What follows belongs to an exercise in optimizing a design on an open flow for small area, a short achievable clock period and few clock cycles per item; a production flow would make more cautious choices.
Only simulation tests tie the RTL to the original design; equivalence was not proved.
Power and IR drop assume default switching activity.

### flow/run.sh
#!/bin/bash
# synth_recipe.tcl (not shown) runs the flow's synth.tcl, then flattens the netlist and writes it again
# the make line also repeats each setting of config.mk as NAME=value (left out here)
make -C /OpenROAD-flow-scripts/flow DESIGN_CONFIG=/design/flow/config.mk WORK_HOME=/design/flow/orfs CLKGATE_MAP_FILE= SYNTH_SCRIPT=/design/flow/synth_recipe.tcl finish
### flow/design.v
`timescale 1ns / 1ps
module lkp_rep_parser(
    input                       clk,
    input                       rst_n,
    input                       s_axis_meta_valid,
    input  [63:0]               s_axis_meta_key,
    input                       s_axis_meta_hit,
    output                      s_axis_meta_ready,
    input                       s_axis_ram_valid,
    input  [15:0]               s_axis_ram_lenth,  
    input  [511:0]              s_axis_ram_data,
    output                      s_axis_ram_ready,
    output reg                  m_axis_tx_tvalid,
    output reg [511:0]          m_axis_tx_tdata,
    output reg [63:0]           m_axis_tx_tkeep,
    output reg                  m_axis_tx_tlast,
    output reg  [15:0]          m_axis_tx_size,
    output reg  [15:0]          m_axis_tx_src,
    output reg  [15:0]          m_axis_tx_dst,
    input                       m_axis_tx_tready
    );
    localparam [3:0]
        ST_IDLE       = 0,
        ST_WAIT_FIRST = 1,
        ST_SEND       = 2;
    localparam [15:0] HEADER_BYTES = 16'd11;  
    reg [3:0]  state;
    reg [63:0] meta_key_r;
    reg [87:0] packet_buffer;   
    reg [15:0] bytes_left;      
    function automatic [63:0] gen_keep;
        input [15:0] byte_num;
        integer i;
        begin
            gen_keep = 64'd0;
            for (i = 0; i < 64; i = i + 1)
                gen_keep[i] = (i < byte_num) ? 1'b1 : 1'b0;
        end
    endfunction
    assign s_axis_meta_ready = (state == ST_IDLE) && (!m_axis_tx_tvalid || m_axis_tx_tready);
    assign s_axis_ram_ready  = (
                                 (state == ST_WAIT_FIRST) ||
                                 (state == ST_SEND && (bytes_left > HEADER_BYTES))
                               ) && (!m_axis_tx_tvalid || m_axis_tx_tready);
    always @(posedge clk) begin
        if (!rst_n) begin
            state            <= ST_IDLE;
            m_axis_tx_tvalid <= 1'b0;
            m_axis_tx_tdata  <= '0;
            m_axis_tx_tkeep  <= '0;
            m_axis_tx_tlast  <= 1'b0;
            m_axis_tx_dst    <= '0;
            m_axis_tx_src    <= '0;
            m_axis_tx_size   <= '0;
            meta_key_r       <= '0;
            packet_buffer    <= '0;
            bytes_left       <= '0;
        end
        else begin
            if (m_axis_tx_tvalid && m_axis_tx_tready)
                m_axis_tx_tvalid <= 1'b0;
            if (m_axis_tx_tvalid && m_axis_tx_tready)
                m_axis_tx_tlast <= 1'b0;
            case (state)
                ST_IDLE: begin
                    if (s_axis_meta_valid && s_axis_meta_ready) begin
                        meta_key_r <= s_axis_meta_key;
                        if (!s_axis_meta_hit) begin
                            m_axis_tx_tvalid <= 1'b1;
                            m_axis_tx_tdata  <= {424'b0, s_axis_meta_key, 16'b0, 8'b0};
                            m_axis_tx_tkeep  <= 64'h0000_0000_0000_07FF;  
                            m_axis_tx_tlast  <= 1'b1;
                            m_axis_tx_dst    <= 16'h1 << (6+0);
                            m_axis_tx_src    <= 16'd0;
                            m_axis_tx_size   <= HEADER_BYTES;                                                 
                        end
                        else begin
                            state <= ST_WAIT_FIRST;
                        end
                    end
                end
                ST_WAIT_FIRST: begin
                    if ((!m_axis_tx_tvalid || m_axis_tx_tready) && s_axis_ram_valid) begin
                        automatic logic [15:0] total_bytes;
                        automatic logic [15:0] bytes_this;
                        total_bytes = HEADER_BYTES + s_axis_ram_lenth;
                        bytes_this  = (total_bytes >= 16'd64) ? 16'd64 : total_bytes;
                        m_axis_tx_tdata  <= { s_axis_ram_data[423:0],
                                              { meta_key_r, s_axis_ram_lenth, 8'hFF } };
                        m_axis_tx_tkeep  <= gen_keep(bytes_this);
                        m_axis_tx_tvalid <= 1'b1;
                        m_axis_tx_dst    <= 16'h1 << (6+0);
                        m_axis_tx_src    <= 16'd0;
                        m_axis_tx_size   <= total_bytes;
                        packet_buffer    <= s_axis_ram_data[511:424];
                        if (total_bytes > 16'd64)
                            bytes_left <= s_axis_ram_lenth - (16'd64 - HEADER_BYTES);
                        else
                            bytes_left <= 16'd0;
                        if (total_bytes <= 16'd64) begin
                            m_axis_tx_tlast <= 1'b1;
                            state           <= ST_IDLE;
                        end
                        else begin
                            state <= ST_SEND;
                        end
                    end
                end
                ST_SEND: begin
                    if (!m_axis_tx_tvalid || m_axis_tx_tready) begin
                        automatic logic [15:0] curr_bytes;
                        automatic logic [15:0] bytes_this;
                        curr_bytes = bytes_left;
                        if (curr_bytes <= HEADER_BYTES && curr_bytes != 16'd0) begin
                            bytes_this        = curr_bytes;
                            m_axis_tx_tdata   <= {424'd0, packet_buffer}; 
                            m_axis_tx_tkeep   <= gen_keep(bytes_this);
                            m_axis_tx_tvalid  <= 1'b1;
                            m_axis_tx_tlast   <= 1'b1;
                            bytes_left        <= 16'd0;
                            state             <= ST_IDLE;
                        end
                        else if (curr_bytes > HEADER_BYTES && s_axis_ram_valid) begin
                            bytes_this        = (curr_bytes >= 16'd64) ? 16'd64 : curr_bytes;
                            m_axis_tx_tdata   <= { s_axis_ram_data[423:0], packet_buffer };
                            m_axis_tx_tkeep   <= gen_keep(bytes_this);
                            m_axis_tx_tvalid  <= 1'b1;
                            bytes_left        <= curr_bytes - bytes_this;
                            packet_buffer     <= s_axis_ram_data[511:424];
                            if (curr_bytes <= 16'd64) begin
                                m_axis_tx_tlast <= 1'b1;
                                state           <= ST_IDLE;
                            end
                        end
                        else if (curr_bytes == 16'd0) begin
                            state <= ST_IDLE;
                        end
                    end
                end
                default: begin
                    state <= ST_IDLE;
                end
            endcase
        end
    end
endmodule
### flow/constraint.sdc
create_clock -name core_clock -period 5.0 [get_ports {clk}]
set_input_delay 1.0000 -clock core_clock [delete_from_list [all_inputs] [get_ports {clk}]]
set_output_delay 1.0000 -clock core_clock [all_outputs]
set_load 0.01 [all_outputs]
### flow/config.mk
export PLATFORM = sky130hd
export DESIGN_NAME = lkp_rep_parser
export DESIGN_NICKNAME = lkp_rep_parser
export VERILOG_FILES = /design/flow/design.v
export SDC_FILE = /design/flow/constraint.sdc
export NUM_CORES = 4
export LEC_CHECK = 0
export CAP_MARGIN = 20
export CORE_AREA = 5 5 445 445
export DIE_AREA = 0 0 450 450
export SLEW_MARGIN = 20
==> flow_metrics.tcl <==
set metrics [dict create \
    grt_setup_unrepaired "no" \
    slew-limit-headroom_pct 20.39 \
    antenna_found_initial 124 \
    fmax_ghz 0.2388 \
    drt_pass1_iterations 6 \
    timing.final.crit_share_pct 83.74 \
    place_ws_ns 0.4288 \
    start_util_pct 15.85 \
    ys_warn_count 1 \
    dpl_cell_area_mm2 0.04490 \
    power.density_mw_per_mm2 445.9 \
    cts_setup_buffers 0 \
    final_nets 5254 \
    reg2reg_slack_ns 0.93 \
    worstReg2RegEnd "m_axis_tx_tdata[373]" \
    ys_seq_area_share_pct 50.18 \
    cp_slowest_stage_delay_ns 0.69 \
    first_global_vias 31170 \
    final_common_cell "clkdlybuf4s50_1" \
    gp_congestion 0.9268 \
    syn_to_final_growth_pct 58.13 \
    root_buffer "clkbuf_16" \
    dieArea_mm2 0.2025 \
    fin_util_pct 25.06 \
    cts.clk_slew.worst_paths_ns 0.06 \
    drive_gt1_share_pct 6.016 \
    finalHoldViolations 0 \
    power.leakage_nw 16.40 \
    grt_max_degree 137 \
    slew_violations 0 \
    ys_seq_elements 765 \
    cts_hold_buf 0 \
    synth_area_mm2 0.03052 \
    cts_sinks 765 \
    io_buffers 1194 \
    vias_per_cell 4.480 \
    layout_common_cells "clkdlybuf4s50_1, dfxtp_1, nand2_1" \
    endpoint_kind "primary output" \
    hold_end "m_axis_tx_tdata[3]" \
    htreeDepth 3 \
    drtIter0Drc 3031 \
    skew_ns 0.03936 \
    dp_hpwl_mm 147.2 \
    synth_cell_type_count 83 \
    maxCapViolCount 0 \
    min-delay-start "m_axis_tx_tdata[3]" \
    drc 0 \
    coreArea_mm2 0.1926 \
    clk_latency_ns 0.72 \
    finalWorstSetupSlack_ns 0.8129 \
    hold_path_class "flip-flop to flip-flop" \
    num_io_pins 1226 \
    cts_tree "yes" \
    min_period_ns 4.187 \
    critPathLaunchType "flip-flop" \
    avgSynthCellArea_um2 8.456 \
    finalSetupViolCount 0 \
    ir_drop_v 0.0002939 \
    track_usage_pct 17.74 \
    cts_resized 0 \
    outcome "complete, no violations" \
    grt_pass1_wl_mm 258.8 \
    cp_cell_sequence "or4_1, nor3_2, nand2_1, a21oi_1, nor2_1, clkdlybuf4s50_1" \
    crit_slowest_cell "or4_1" \
    r2r_start "bytes_left[10]" \
    critical_path_class "flip-flop to primary output" \
    cp.required_ns 4.00 \
    r2r_cells 9 \
    final_cell_area_mm2 0.04826 \
    fp-row-count 161 \
    n_fill_cell 20760 \
    dieHeight_um 450 \
    worst_pin_slew_ns 1.186 \
    cp_top_family "simple AND/OR/NAND/NOR gates" \
    clockBufferDepth 3 \
    arrival_ns 3.19 \
    final_antenna_net_count 0 \
    async_flop_share_pct 0 \
    globalRoute.totalOverflow 0 \
    drt_wl_total_mm 189.3 \
    crit_buf_inv 1 \
    syn_inst 3609 \
    fin_tns_setup_ns 0 \
    die_w_um 450 \
    wl_per_cell_um 25.97 \
    synth_ff_type "dfxtp_1" \
    numCtsBuffers 94 \
    synth_edf_count 0 \
    num_vias 32660 \
    crit_fanout 7 \
    holdPathStages 2 \
]
## Yosys cell counts (5+ instances only)
master / count / area [um^2]
a311oi_1: 12 / 105.1
or3_1: 11 / 68.82
inv_1: 16 / 60.06
a22oi_1: 503 / 3776
nand4_1: 8 / 50.05
a31oi_1: 21 / 131.4
or4_1: 8 / 60.06
xor2_1: 12 / 105.1
dfxtp_1: 765 / 15310
a22o_1: 14 / 122.6
nand3_1: 67 / 335.3
buf_4: 80 / 600.6
nor3_1: 16 / 80.08
clkbuf_1: 193 / 724.4
a21o_1: 15 / 112.6
a21oi_1: 330 / 1652
o32a_1: 5 / 50.05
and3_1: 8 / 50.05
nand3b_1: 5 / 37.54
o21ai_0: 79 / 395.4
o31ai_1: 8 / 60.06
and2_1: 14 / 87.58
buf_1: 27 / 101.4
ha_1: 7 / 87.58
nand2_1: 585 / 2196
or2_2: 7 / 43.79
buf_2: 69 / 345.3
o311a_1: 5 / 50.05
nor4_1: 13 / 81.33
o211ai_1: 72 / 540.5
a221oi_1: 7 / 61.31
xnor2_1: 18 / 157.7
a211o_1: 5 / 43.79
a211oi_1: 6 / 45.04
nor2_1: 506 / 1899
## cells by family (layout without fill, tap and decap cells)
| group | Yosys count | in the layout | share of synthesized area, % |
|---|---|---|---|
| simple gates | 1267 | 1267 | 16.88 |
| buf+inv | 390 | 1471 | 6.162 |
| mux | 5 | 5 | 0.1681 |
| other cells | 1 | 75 | 0.01229 |
| fa+ha+maj | 7 | 7 | 0.2870 |
| compound gates | 1144 | 1144 | 25.44 |
| xor+xnor | 30 | 30 | 0.8610 |
| flops | 765 | 765 | 50.18 |
## registers in the layout, summed over array words and instances (netlist names)
signal	count
packet_buffer	88
m_axis_tx_tlast	1
m_axis_tx_tdata	512
meta_key_r	64
m_axis_tx_dst	1
bytes_left	16
state	2
m_axis_tx_tkeep	64
m_axis_tx_size	16
m_axis_tx_tvalid	1
## power breakdown
group / switching [mW] / total [mW] / internal [mW]
Clock: 2.99 / 7.29 / 4.30
Sequential: 0.471 / 7.29 / 6.81
Combinational: 4.54 / 6.95 / 2.40
Total: 8.00 / 21.5 / 13.5
## stage by stage
| step | cells | total power, mW | hold WS (ns) |
|---|---|---|---|
| global placement | 7078 | 14.35 | 0.4412 |
| detailed placement | 7079 | 14.41 | 0.4450 |
| CTS | 7247 | 21.84 | 0.4521 |
| finish | 7290 | 21.52 | 0.4485 |
| floorplan | 3640 | 11.06 | 0.4360 |
| global route | 7263 | 22.63 | 0.4708 |
## area by class of cell
type | instances | area [um^2] | area share [%]
Tap cell | 2526 | 3161 | 6.550
Inverter | 17 | 71.32 | 0.1478
Clock buffer | 124 | 2595 | 5.378
Timing Repair Buffer | 1286 | 12820 | 26.58
Multi-Input combinational cell | 2485 | 13530 | 28.04
Clock inverter | 44 | 648.1 | 1.343
Antenna cell | 43 | 107.6 | 0.2230
Sequential cell | 765 | 15310 | 31.74
## worst max path at each step
stage,startpoint,end,slack (ns),cells after the start
4_1_cts,bytes_left[10],s_axis_ram_ready,0.72,6
3_5_place_dp,s_axis_ram_lenth[1],m_axis_tx_tkeep[26],0.43,12
6_report,bytes_left[10],s_axis_ram_ready,0.81,6
3_3_place_gp,s_axis_ram_lenth[1],m_axis_tx_tkeep[41],0.47,12
2_1_floorplan,s_axis_ram_lenth[0],m_axis_tx_tkeep[32],1.04,11
5_1_grt,bytes_left[10],s_axis_ram_ready,0.64,6
## layer usage
metal  up-vias  wire, um  GRT usage, %
met2      1556     89260         29.77
met4        66      8514         6.852
met5         -       442             0
met3       332     19570         6.980
met1     15840     71500         20.26
li1      14870         -             -
## worst register-to-register path: stages, from the launching register on
cell and delay (ns):
dfxtp_1 0.36, or4_1 0.69, or3_1 0.74, o31ai_4 0.75
a32oi_2 0.20, nor2_8 0.21, buf_12 0.25, buf_12 0.42
a22oi_1 0.25, nor2_1 0.13
Testbench counts, summed over its fixed seeds: cycles 8,301, packets 2,560.

[afterwards: timing with drivers on the ports]
No port has a modelled driver above. Below, the same layout with a new extraction and two added sets of constraints.
Step 1, drivers: a clkbuf_16 drives clk and a buf_2 each remaining input, both assumed.
Step 2 moves the port delays by t, midway between the first and last clock arrival at a register: inputs arrive t later, outputs are due t later. That takes back most of the time a late clock gives input paths.
Three values: ideal, step 1, step 2; two values: the first two.
shift t [ns]: 0.803
slack for setup (ns): 0.813 / 0.724 / 0.308
worst slew at a driven data input, ns: 0.33
cell pins on the clock port's net: 1
After both steps this run still meets setup and hold. For this run, drivers alone change the setup slack by -0.089 ns; drivers and shift together by -0.505 ns.
